What follows belongs to an exercise in optimizing a design on an open flow for a short achievable clock period and few clock cycles; a production flow would make more cautious choices. Function was checked by simulation only, so behaviour that the tests miss may differ from the original. Power is estimated from default activity; no workload was simulated.

the previous run:
## riscv_single_cycle
module riscv_single_cycle (
    input  wire        clk,
    input  wire        rst,
    output wire [31:0] imem_addr,
    input  wire [31:0] imem_rdata,
    output wire [31:0] dmem_addr,
    output wire [31:0] dmem_wdata,
    output wire        dmem_we,
    input  wire [31:0] dmem_rdata
);
Size in the first run: roughly 160 I/O pins, ~0.071 mm2 of cells after synthesis.
clock: 10.0 ns
lec_check: 0
abc_clock_period_in_ps: 2500
cap_margin: 20
core_margin: 2
core_utilization: 40
place_density: 0.6
setup_slack_margin: 5
slew_margin: 20
synth_hierarchical: 1
tns_end_percent: 100
standard.sh (not shown) runs the stock make flow with config.mk's settings and CLKGATE_MAP_FILE= SYNTH_SCRIPT=/design/flow/synth_recipe.tcl, a recipe that flattens the netlist after the stock synthesis.
==> flow/flow/run.sh <==
#!/bin/bash
set -euo pipefail
MARGIN=6.8
sed -E "s/SETUP_SLACK_MARGIN=[0-9.]+/SETUP_SLACK_MARGIN=${MARGIN}/" standard.sh > standard_tight.sh
grep -q "SETUP_SLACK_MARGIN=${MARGIN}" standard_tight.sh
bash standard_tight.sh > make_flow.log 2>&1
Testbench counts of the previous run, summed over its fixed seeds: cycles 53,980.
Relative to the previous run, the following input files were edited for the current run:
--- a/flow/design.v
+++ b/flow/design.v
@@ -169,23 +169,23 @@
     reg [4:0]  x_rd;
     reg [31:0] x_a, x_b, x_bv, x_pc4;
     reg [11:0] x_lo;                 
     reg        x_c;
     reg [31:12] x_pchi, x_inc;
     reg        x_add, x_sub, x_slt, x_or, x_and, x_link;
     reg        x_1s, x_1d, x_1o, x_1n;
     reg        x_2s, x_2d, x_2o, x_2n;
     reg        x_vs, x_vd, x_vo, x_vn;
     reg        m_wr, m_ld, m_we, m_add, m_sub;
     reg [4:0]  m_rd;
-    reg [31:0] m_sum, m_diff, m_oth, m_sd;
+    reg [31:0] m_sum, m_diff, m_oth, m_sd, m_addr;
     wire [31:0] ins = imem_rdata;
     wire [6:0]  f_op  = ins[6:0];
     wire [2:0]  f_f3  = ins[14:12];
     wire [4:0]  f_rd  = ins[11:7];
     wire [4:0]  f_rs1 = ins[19:15];
     wire [4:0]  f_rs2 = ins[24:20];
     wire f_isR = (f_op == 7'b0110011);
     wire f_isI = (f_op == 7'b0010011);
     wire f_isL = (f_op == 7'b0000011);
     wire f_isS = (f_op == 7'b0100011);
     wire f_isB = (f_op == 7'b1100011);
@@ -234,41 +234,51 @@
     wire [31:0] a, b2, bs;
     rv_fwd4 fa (.s0(x_1s), .s1(x_1d), .s2(x_1o), .s3(x_1n),
                 .d0(m_sum), .d1(m_diff), .d2(m_oth), .d3(x_a), .y(a));
     rv_fwd4 fb (.s0(x_2s), .s1(x_2d), .s2(x_2o), .s3(x_2n),
                 .d0(m_sum), .d1(m_diff), .d2(m_oth), .d3(x_b), .y(b2));
     rv_fwd4 fv (.s0(x_vs), .s1(x_vd), .s2(x_vo), .s3(x_vn),
                 .d0(m_sum), .d1(m_diff), .d2(m_oth), .d3(x_bv), .y(bs));
     wire [31:0] x_sum, x_diff, x_oth;
     rv_alu alu (.a(a), .b(bs), .pc4(x_pc4),
                 .op_slt(x_slt), .op_or(x_or), .op_and(x_and), .op_link(x_link),
                 .sum(x_sum), .diff(x_diff), .other(x_oth));
-    wire x_eq;
-    rv_eq32 eq (.a(a), .b(b2), .eq(x_eq));
+    wire e_ab, e_sb, e_db, e_ob, e_as, e_ad, e_ao;
+    rv_eq32 eq0 (.a(x_a),    .b(x_b),    .eq(e_ab));
+    rv_eq32 eq1 (.a(m_sum),  .b(x_b),    .eq(e_sb));
+    rv_eq32 eq2 (.a(m_diff), .b(x_b),    .eq(e_db));
+    rv_eq32 eq3 (.a(m_oth),  .b(x_b),    .eq(e_ob));
+    rv_eq32 eq4 (.a(x_a),    .b(m_sum),  .eq(e_as));
+    rv_eq32 eq5 (.a(x_a),    .b(m_diff), .eq(e_ad));
+    rv_eq32 eq6 (.a(x_a),    .b(m_oth),  .eq(e_ao));
+    wire x_eq = (~x_1n & ~x_2n)
+              | (x_1n & x_2n & e_ab)
+              | (x_1s & x_2n & e_sb) | (x_1d & x_2n & e_db) | (x_1o & x_2n & e_ob)
+              | (x_1n & x_2s & e_as) | (x_1n & x_2d & e_ad) | (x_1n & x_2o & e_ao);
     wire x_redirect = x_br & (x_eq ^ x_pred);
     wire [31:0] x_alt = x_pred ? x_pc4 :
                         {x_c ? x_inc : x_pchi, x_lo};    
     wire stall = x_ld & x_wr & ((f_use1 & (f_rs1 == x_rd)) | (f_use2 & (f_rs2 == x_rd)));
     wire f_go  = ~x_redirect & ~fx & ~stall;
     wire f_take = ~rst & f_go & f_jump;
     wire f_hold = ~rst & ~x_redirect & ~fx & stall;
     wire [19:0] fx_hi;
     rv_add20 fxa (.a(fx_pc), .b(fx_imm), .c(fx_c), .s(fx_hi));
     wire [31:0] pc_other = rst ? 32'd0 : x_redirect ? x_alt : fx ? {fx_hi, pc[11:0]} : pc4;
     wire [31:0] pc_next;
     rv_pcsel pcs (.sel_b(f_take & ~f_isJ), .sel_j(f_take & f_isJ), .sel_h(f_hold),
                   .sel_o(~f_take & ~f_hold),
                   .tgt_b({pc[31:12], loB}), .tgt_j({pc[31:12], loJ}), .hold(pc),
                   .other(pc_other), .pc_next(pc_next));
     assign imem_addr  = pc;
-    assign dmem_addr  = m_sum;       
+    assign dmem_addr  = m_addr;      
     assign dmem_wdata = m_sd;
     assign dmem_we    = m_we;
     always @(posedge clk) begin
         pc     <= pc_next;
         fx_t   <= f_take;
         fx_pc  <= pc[31:12];
         fx_imm <= f_isJ ? immJ[31:12] : immB[31:12];
         fx_c   <= f_isJ ? cJ : cB;
         x_wr     <= ~rst & f_go & f_wr;
         x_ld     <= ~rst & f_go & f_isL;
         x_st     <= ~rst & f_go & f_isS;
@@ -293,15 +303,16 @@
         x_2s <= fw2 & x_add;  x_2d <= fw2 & x_sub;  x_2o <= fw2 & ~x_add & ~x_sub;  x_2n <= ~fw2;
         x_vs <= fwv & x_add;  x_vd <= fwv & x_sub;  x_vo <= fwv & ~x_add & ~x_sub;  x_vn <= ~fwv;
         m_wr   <= ~rst & x_wr;
         m_ld   <= x_ld;
         m_we   <= ~rst & x_st;
         m_rd   <= x_rd;
         m_add  <= x_add;
         m_sub  <= x_sub;
         m_sum  <= x_sum;
         m_diff <= x_diff;
         m_oth  <= x_oth;
-        m_sd   <= b2;
+        if (x_ld | x_st) m_addr <= x_sum;    
+        if (x_st) m_sd <= b2;
         if (m_wr) rf[m_rd] <= m_wdata;
     end
 endmodule
Results
Global-route usage in the current run is 1.4 points higher than in the previous run. Total CTS buffers is higher on the current run. In the current run the maximum clock frequency turned out 2.6% higher than in the previous run. The total power reported for the current run is greater than that of the previous run by 4.3%. Area: the current run vs the previous run -> the current run larger.
Testbench counts of the current run, summed over its fixed seeds: cycles 53,980.

[what the ideal ports hide]
How much do the figures lean on ideal ports? The routed layouts below were timed once more, with nothing changed but the port constraints. Step 1: set_driving_cell puts a clkbuf_16 on clk and a buf_2 on each other input, an assumption about the parent block. Step 2 also shifts input and output timing later by t, the mid clock arrival at the registers, as if the neighbouring blocks saw the same clock. Slacks: ideal ports / drivers / drivers and shift; pairs: ideal ports / drivers.
run | shift t [ns] | setup WS [ns] | hold WS [ns] | worst setup path at the end | worst register clock-pin slew, ns
the previous run | 0.889 | 6.467 / 6.467 / 5.603 | 0.397 / 0.397 / 0.397 | input to register | 0.07 / 0.07
the current run | 0.899 | 6.557 / 6.464 / 5.597 | 0.388 / 0.388 / 0.388 | input to register | 0.07 / 0.07
After both steps every run listed still meets setup and hold. For the current run, which loses most, drivers alone change the setup slack by -0.093 ns; drivers and shift together by -0.960 ns.
